Context: an optimization exercise on an open-source flow, tuned for small area, a short achievable clock period and few clock cycles. The choices shown serve that exercise and are no tape-out recipe. At most, simulation tests tie the RTL to the original design; equivalence was not proved. No activity file was given, so power comes from the tool's default toggle rates.

==> violet: inputs <==
==> flow/design.v (excerpt) <==
module multipler_top #(
    parameter integer DATA_LENGTH       = 64,
    parameter integer BLOCK_LENGTH      = 16,
    parameter integer LENGTH            = 16
) (
    input  logic                        clk_i,
    input  logic                        rst_ni,
    input  logic                        start_i,
    output logic                        busy_o,
    output logic                        finish_o,
    input  logic [DATA_LENGTH-1:0]      indata_a_i,
    input  logic [DATA_LENGTH-1:0]      indata_b_i,
    output logic [DATA_LENGTH*2-1:0]    outdata_r_o
);
localparam integer K  = 6;
localparam integer R  = 3;
localparam integer N  = 11;
localparam integer NK = 66;
localparam integer M  = 67;
localparam integer W  = 73;
logic st_run, st_cpa, st_fin;
logic [3:0] cnt_q;
wire  st_idle = ~(st_run | st_cpa | st_fin);
wire  first   = (cnt_q == '0);
logic [63:0]   a_q;       
logic [NK-1:0] b_q;       
logic [M-1:0]  s_q;       
logic [M-1:0]  c_q;       
logic [K-1:0]  ls_q;      
logic [K-1:0]  lc_q;      
logic          cy_q;      
logic [R-1:0]  one_q;     
logic [R-1:0]  two_q;     
logic [R-1:0]  neg_q;     
always_ff @(posedge clk_i) begin
    if (!rst_ni) begin
        st_run <= 1'b0;
        st_cpa <= 1'b0;
        st_fin <= 1'b0;
        cnt_q  <= '0;
    end else begin
        st_run <= (st_idle & start_i) | (st_run & ~(cnt_q == N-1));
        st_cpa <= st_run & (cnt_q == N-1);
        st_fin <= st_cpa;
        cnt_q  <= st_run ? cnt_q + 1'b1 : '0;
    end
end
wire [R-1:0] one_in, two_in, neg_in, one_nx, two_nx, neg_nx;
  ...
==> flow/config.mk <==
export PLATFORM = sky130hd
export DESIGN_NAME = multipler_top
export DESIGN_NICKNAME = multipler_top
export VERILOG_FILES = /design/flow/design.v
export SDC_FILE = /design/flow/constraint.sdc
export NUM_CORES = 4
export LEC_CHECK = 0
export CAP_MARGIN = 20
export CORE_MARGIN = 2
export CORE_UTILIZATION = 45
export SLEW_MARGIN = 20
==> flow/constraint.sdc <==
create_clock -name core_clock -period 10.0 [get_ports {clk_i}]
set_input_delay 2.0000 -clock core_clock [delete_from_list [all_inputs] [get_ports {clk_i}]]
set_output_delay 2.0000 -clock core_clock [all_outputs]
set_load 0.01 [all_outputs]
standard.sh (not shown) runs the stock make flow with config.mk's settings and CLKGATE_MAP_FILE= SYNTH_SCRIPT=/design/flow/synth_recipe.tcl, a recipe that flattens the netlist after the stock synthesis.
==> flow/flow/run.sh <==
#!/bin/bash
set -euo pipefail
{
  echo "include $(pwd)/config.mk"
  cat flow/extra.mk
} > extra_config.mk
sed "s#DESIGN_CONFIG=[^ ]*#DESIGN_CONFIG=$(pwd)/extra_config.mk#" standard.sh > standard_extra.sh
bash standard_extra.sh > standard.log 2>&1
==> flow/flow/extra.mk <==
export SETUP_SLACK_MARGIN = 7
export BUFFER_PORTS_ARGS = -buffer_cell sky130_fd_sc_hd__buf_1
==> inputs of raven, as changes to violet <==
--- a/flow/design.v
+++ b/flow/design.v
@@ -31,10 +31,11 @@
 localparam integer N  = 11;
 localparam integer NK = 66;
 localparam integer M  = 67;
 localparam integer W  = 73;
 logic st_run, st_cpa, st_fin;
+logic busy_q;
 logic [3:0] cnt_q;
 wire  st_idle = ~(st_run | st_cpa | st_fin);
 wire  first   = (cnt_q == '0);
 logic [63:0]   a_q;       
 logic [NK-1:0] b_q;       
@@ -43,18 +44,20 @@
 logic [K-1:0]  ls_q;      
 logic [K-1:0]  lc_q;      
 logic          cy_q;      
 logic [R-1:0]  one_q;     
 logic [R-1:0]  two_q;     
-logic [R-1:0]  neg_q;     
+logic [R-1:0]  pos_q;     
 always_ff @(posedge clk_i) begin
     if (!rst_ni) begin
         st_run <= 1'b0;
         st_cpa <= 1'b0;
         st_fin <= 1'b0;
+        busy_q <= 1'b0;
         cnt_q  <= '0;
     end else begin
+        busy_q <= (st_idle & start_i) | st_run;
         st_run <= (st_idle & start_i) | (st_run & ~(cnt_q == N-1));
         st_cpa <= st_run & (cnt_q == N-1);
         st_fin <= st_cpa;
         cnt_q  <= st_run ? cnt_q + 1'b1 : '0;
     end
@@ -64,32 +67,35 @@
 assign one_nx[0] = (b_q[6] ^ b_q[5]); assign two_nx[0] = ((b_q[7] & ~b_q[6] & ~b_q[5]) | (~b_q[7] & b_q[6] & b_q[5])); assign neg_nx[0] = b_q[7];
 assign one_in[1] = (indata_b_i[2] ^ indata_b_i[1]); assign two_in[1] = ((indata_b_i[3] & ~indata_b_i[2] & ~indata_b_i[1]) | (~indata_b_i[3] & indata_b_i[2] & indata_b_i[1])); assign neg_in[1] = indata_b_i[3];
 assign one_nx[1] = (b_q[8] ^ b_q[7]); assign two_nx[1] = ((b_q[9] & ~b_q[8] & ~b_q[7]) | (~b_q[9] & b_q[8] & b_q[7])); assign neg_nx[1] = b_q[9];
 assign one_in[2] = (indata_b_i[4] ^ indata_b_i[3]); assign two_in[2] = ((indata_b_i[5] & ~indata_b_i[4] & ~indata_b_i[3]) | (~indata_b_i[5] & indata_b_i[4] & indata_b_i[3])); assign neg_in[2] = indata_b_i[5];
 assign one_nx[2] = (b_q[10] ^ b_q[9]); assign two_nx[2] = ((b_q[11] & ~b_q[10] & ~b_q[9]) | (~b_q[11] & b_q[10] & b_q[9])); assign neg_nx[2] = b_q[11];
+wire [R-1:0] neg = ~pos_q;
 wire [64:0] a_x1 = {1'b0, a_q};
 wire [64:0] a_x2 = {a_q, 1'b0};
-wire [65:0] pp0 = {~neg_q[0], ((a_x1 & {65{one_q[0]}}) | (a_x2 & {65{two_q[0]}})) ^ {65{neg_q[0]}}};
-wire [65:0] pp1 = {~neg_q[1], ((a_x1 & {65{one_q[1]}}) | (a_x2 & {65{two_q[1]}})) ^ {65{neg_q[1]}}};
-wire [65:0] pp2 = {~neg_q[2], ((a_x1 & {65{one_q[2]}}) | (a_x2 & {65{two_q[2]}})) ^ {65{neg_q[2]}}};
+wire [65:0] pp0 = {pos_q[0], ~(((a_x1 & {65{one_q[0]}}) | (a_x2 & {65{two_q[0]}})) ^ {65{pos_q[0]}})};
+wire [65:0] pp1 = {pos_q[1], ~(((a_x1 & {65{one_q[1]}}) | (a_x2 & {65{two_q[1]}})) ^ {65{pos_q[1]}})};
+wire [65:0] pp2 = {pos_q[2], ~(((a_x1 & {65{one_q[2]}}) | (a_x2 & {65{two_q[2]}})) ^ {65{pos_q[2]}})};
 wire [R-1:0] cb;
 assign cb[0] = 1'b1;
 assign cb[1] = (cnt_q <= 4'd9);
 assign cb[2] = (cnt_q <= 4'd9);
 wire [M-1:0] s_g = s_q & {M{~first}};
-wire [M-1:0] c_g = c_q & {M{~first}};
+wire [M-1:0] c_g = {c_q[M-2:0], 1'b0} & {M{~first}};
 wire [W-1:0] csa_s;
 wire [W-1:0] csa_c;
+wire [W-1:0] csa_p = csa_s ^ csa_c;
+wire [W-1:0] csa_h = csa_s & csa_c;
 wire hs1, hc2, hs3, hc4, fs5, fc6, hs7, hc8, fs9, fc10, hs11, hc12, fs13, fc14, hs15, hc16, fs17, fc18, hs19, hc20, fs21, fc22, hs23, hc24, fs25, fc26, hs27, hc28, fs29, fc30, hs31, hc32, fs33, fc34, hs35, hc36, fs37, fc38, hs39, hc40, fs41, fc42, hs43, hc44, fs45, fc46, hs47, hc48, fs49, fc50, hs51, hc52, fs53, fc54, hs55, hc56, fs57, fc58, hs59, hc60, fs61, fc62, hs63, hc64, fs65, fc66, hs67, hc68, fs69, fc70, hs71, hc72, fs73, fc74, hs75, hc76, fs77, fc78, hs79, hc80, fs81, fc82, hs83, hc84, fs85, fc86, hs87, hc88, fs89, fc90, hs91, hc92, fs93, fc94, hs95, hc96, fs97, fc98, hs99, hc100, fs101, fc102, hs103, hc104, fs105, fc106, hs107, hc108, fs109, fc110, hs111, hc112, fs113, fc114, hs115, hc116, fs117, fc118, hs119, hc120, fs121, fc122, hs123, hc124, fs125, fc126, hs127, hc128, fs129, fc130, hs131, hc132, fs133, fc134, hs135, hc136, fs137, fc138, hs139, hc140, fs141, fc142, hs143, hc144, fs145, fc146, hs147, hc148, fs149, fc150, hs151, hc152, fs153, fc154, hs155, hc156, fs157, fc158, hs159, hc160, fs161, fc162, hs163, hc164, fs165, fc166, hs167, hc168, fs169, fc170, hs171, hc172, fs173, fc174, hs175, hc176, fs177, fc178, hs179, hc180, fs181, fc182, hs183, hc184, fs185, fc186, hs187, hc188, fs189, fc190, hs191, hc192, fs193, fc194, hs195, hc196, fs197, fc198, hs199, hc200, fs201, fc202, hs203, hc204, fs205, fc206, hs207, hc208, fs209, fc210, hs211, hc212, fs213, fc214, hs215, hc216, fs217, fc218, hs219, hc220, fs221, fc222, hs223, hc224, fs225, fc226, hs227, hc228, fs229, fc230, hs231, hc232, fs233, fc234, hs235, hc236, fs237, fc238, hs239, hc240, fs241, fc242, hs243, hc244, fs245, fc246, hs247, hc248, fs249, fc250, fs251, fc252, fs253, fc254, hs255, hc256, hs257, hc258, hs259, hc260, fs261, fc262, fs263, fc264, fs265, fc266, fs267, fc268, fs269, fc270, fs271, fc272, fs273, fc274, fs275, fc276, fs277, fc278, fs279, fc280, fs281, fc282, fs283, fc284, fs285, fc286, fs287, fc288, fs289, fc290, fs291, fc292, fs293, fc294, fs295, fc296, fs297, fc298, fs299, fc300, fs301, fc302, fs303, fc304, fs305, fc306, fs307, fc308, fs309, fc310, fs311, fc312, fs313, fc314, fs315, fc316, fs317, fc318, fs319, fc320, fs321, fc322, fs323, fc324, fs325, fc326, fs327, fc328, fs329, fc330, fs331, fc332, fs333, fc334, fs335, fc336, fs337, fc338, fs339, fc340, fs341, fc342, fs343, fc344, fs345, fc346, fs347, fc348, fs349, fc350, fs351, fc352, fs353, fc354, fs355, fc356, fs357, fc358, fs359, fc360, fs361, fc362, fs363, fc364, fs365, fc366, fs367, fc368, fs369, fc370, fs371, fc372, fs373, fc374, fs375, fc376, fs377, fc378, fs379, fc380, fs381, fc382, fs383, fc384, fs385, fc386, fs387, fc388, fs389, fc390, fs391, fc392, hs393, hc394, fs395, fc396, fs397, fc398, fs399, fc400, fs401, fc402, fs403, fc404, fs405, fc406, fs407, fc408, fs409, fc410, fs411, fc412, fs413, fc414, fs415, fc416, fs417, fc418, fs419, fc420, fs421, fc422, fs423, fc424, fs425, fc426, fs427, fc428, fs429, fc430, fs431, fc432, fs433, fc434, fs435, fc436, fs437, fc438, fs439, fc440, fs441, fc442, fs443, fc444, fs445, fc446, fs447, fc448, fs449, fc450, fs451, fc452, fs453, fc454, fs455, fc456, fs457, fc458, fs459, fc460, fs461, fc462, fs463, fc464, fs465, fc466, fs467, fc468, fs469, fc470, fs471, fc472, fs473, fc474, fs475, fc476, fs477, fc478, fs479, fc480, fs481, fc482, fs483, fc484, fs485, fc486, fs487, fc488, fs489, fc490, fs491, fc492, fs493, fc494, fs495, fc496, fs497, fc498, fs499, fc500, fs501, fc502, fs503, fc504, fs505, fc506, fs507, fc508, fs509, fc510, fs511, fc512, fs513, fc514, fs515, fc516, fs517, fc518, fs519, fc520, fs521, fc522, fs523, fc524, fs525, fc526, fs527, fc528, fs529, fc530;
 assign hs1 = pp0[2] ^ pp1[0];
 assign hc2 = pp0[2] & pp1[0];
 assign hs3 = pp0[3] ^ pp1[1];
 assign hc4 = pp0[3] & pp1[1];
 assign fs5 = pp0[4] ^ pp1[2] ^ pp2[0];
 assign fc6 = (pp0[4] & pp1[2]) | (pp0[4] & pp2[0]) | (pp1[2] & pp2[0]);
-assign hs7 = neg_q[2] ^ s_g[4];
-assign hc8 = neg_q[2] & s_g[4];
+assign hs7 = neg[2] ^ s_g[4];
+assign hc8 = neg[2] & s_g[4];
 assign fs9 = pp0[5] ^ pp1[3] ^ pp2[1];
 assign fc10 = (pp0[5] & pp1[3]) | (pp0[5] & pp2[1]) | (pp1[3] & pp2[1]);
 assign hs11 = s_g[5] ^ c_g[5];
 assign hc12 = s_g[5] & c_g[5];
 assign fs13 = pp0[6] ^ pp1[4] ^ pp2[2];
@@ -334,16 +340,16 @@
 assign fc252 = (first & s_g[65]) | (first & c_g[65]) | (s_g[65] & c_g[65]);
 assign fs253 = cb[0] ^ pp1[64] ^ pp2[62];
 assign fc254 = (cb[0] & pp1[64]) | (cb[0] & pp2[62]) | (pp1[64] & pp2[62]);
 assign hs255 = s_g[66] ^ c_g[66];
 assign hc256 = s_g[66] & c_g[66];
-assign hs257 = pp0[0] ^ neg_q[0];
-assign hc258 = pp0[0] & neg_q[0];
+assign hs257 = pp0[0] ^ neg[0];
+assign hc258 = pp0[0] & neg[0];
 assign hs259 = pp0[1] ^ s_g[1];
 assign hc260 = pp0[1] & s_g[1];
-assign fs261 = neg_q[1] ^ s_g[2] ^ c_g[2];
-assign fc262 = (neg_q[1] & s_g[2]) | (neg_q[1] & c_g[2]) | (s_g[2] & c_g[2]);
+assign fs261 = neg[1] ^ s_g[2] ^ c_g[2];
+assign fc262 = (neg[1] & s_g[2]) | (neg[1] & c_g[2]) | (s_g[2] & c_g[2]);
 assign fs263 = s_g[3] ^ c_g[3] ^ hs3;
 assign fc264 = (s_g[3] & c_g[3]) | (s_g[3] & hs3) | (c_g[3] & hs3);
 assign fs265 = c_g[4] ^ fs5 ^ hs7;
 assign fc266 = (c_g[4] & fs5) | (c_g[4] & hs7) | (fs5 & hs7);
 assign fs267 = fs9 ^ hs11 ^ fc6;
@@ -757,12 +763,12 @@
 assign csa_s[72] = 1'b0;
 assign csa_c[72] = 1'b0;
 wire [67:0] full_sum;
 wire low_cy;
 wire [67:0] pa_p0, pa_g0;
-assign pa_p0 = {s_q[61:0], ls_q} ^ {c_q[61:0], lc_q};
-assign pa_g0 = {s_q[61:0], ls_q} & {c_q[61:0], lc_q};
+assign pa_p0 = {s_q[61:0], ls_q};
+assign pa_g0 = {c_q[61:0], lc_q};
 wire [67:0] pa_G_0, pa_P_0;
 assign pa_G_0 = {pa_g0[67:1], pa_g0[0] | (pa_p0[0] & cy_q)};
 assign pa_P_0 = pa_p0;
 wire [67:0] pa_G_1, pa_P_1;
 assign pa_G_1[0] = pa_G_0[0];
@@ -1728,16 +1734,16 @@
 always_ff @(posedge clk_i) begin
     a_q   <= st_idle ? indata_a_i : a_q;
     b_q   <= st_idle ? {{(NK-64){1'b0}}, indata_b_i} : {full_sum[K-1:0], b_q[NK-1:K]};
     one_q <= st_idle ? one_in : one_nx;
     two_q <= st_idle ? two_in : two_nx;
-    neg_q <= st_idle ? neg_in : neg_nx;
-    s_q   <= st_cpa ? {{(M-62){1'b0}}, full_sum[67:K]} : csa_s[W-1:K];
-    c_q   <= csa_c[W-1:K];
-    ls_q  <= csa_s[K-1:0];
-    lc_q  <= csa_c[K-1:0];
+    pos_q <= st_idle ? ~neg_in : ~neg_nx;
+    s_q   <= st_cpa ? {{(M-62){1'b0}}, full_sum[67:K]} : csa_p[W-1:K];
+    c_q   <= csa_h[W-1:K];
+    ls_q  <= csa_p[K-1:0];
+    lc_q  <= csa_h[K-1:0];
     cy_q  <= st_run & ~first & low_cy;
 end
-assign busy_o      = st_run | st_cpa;
+assign busy_o      = busy_q;
 assign finish_o    = st_fin;
 assign outdata_r_o = {s_q[61:0], b_q};
 endmodule
==> flow/flow/extra.mk (replaced) <==
export SETUP_SLACK_MARGIN = 6.5
export BUFFER_PORTS_ARGS = -buffer_cell sky130_fd_sc_hd__buf_1
CORE_UTILIZATION = 55   (was 45)
PLACE_DENSITY = 0.65   (was unset)
==> results.txt <==
Critical path depth: violet is lower than raven (7).
Between violet and raven, the lower combinational power is in raven (gap about 26%, measured against raven).
In clock power, raven and violet hardly differ.
In raven the via count is lower than in violet, by 14%.
Wire length: raven is lower than violet (31%).
Final area: raven is lower than violet (about 14%).
In raven the core utilization is higher than in violet, by 3.5 points.
Of violet and raven, raven has the higher sequential share of layout area (gap 3.1 points).
Between violet and raven, the lower maximum frequency is in raven (gap 1.2%, measured against raven).
Testbench counts of violet, summed over its fixed seeds: cycles 33,600.
No functional check of the RTL was part of raven.

## what the ideal ports hide
No port has a modelled driver above. Below, the same layouts with a new extraction and two added sets of constraints.
Step 1 assumes that a clkbuf_16 drives the clock port and a buf_2 every other input.
Step 2 moves the port delays by t, midway between the first and last clock arrival at a register: inputs arrive t later, outputs are due t later. That takes back most of the time a late clock gives input paths.
Three values: ideal ports, drivers, drivers and shift; two values: the first two.
| run | shift t [ns] | slack for setup (ns) | hold slack, ns | clock arrival spread, ns |
|---|---|---|---|---|
| violet | 0.623 | 6.621 / 6.560 / 6.697 | 0.444 / 0.444 / 0.444 | 0.021 / 0.021 |
| raven | 0.601 | 6.581 / 6.581 / 6.581 | 0.479 / 0.479 / 0.479 | 0.024 / 0.023 |
After both steps setup and hold are still met in every run listed.
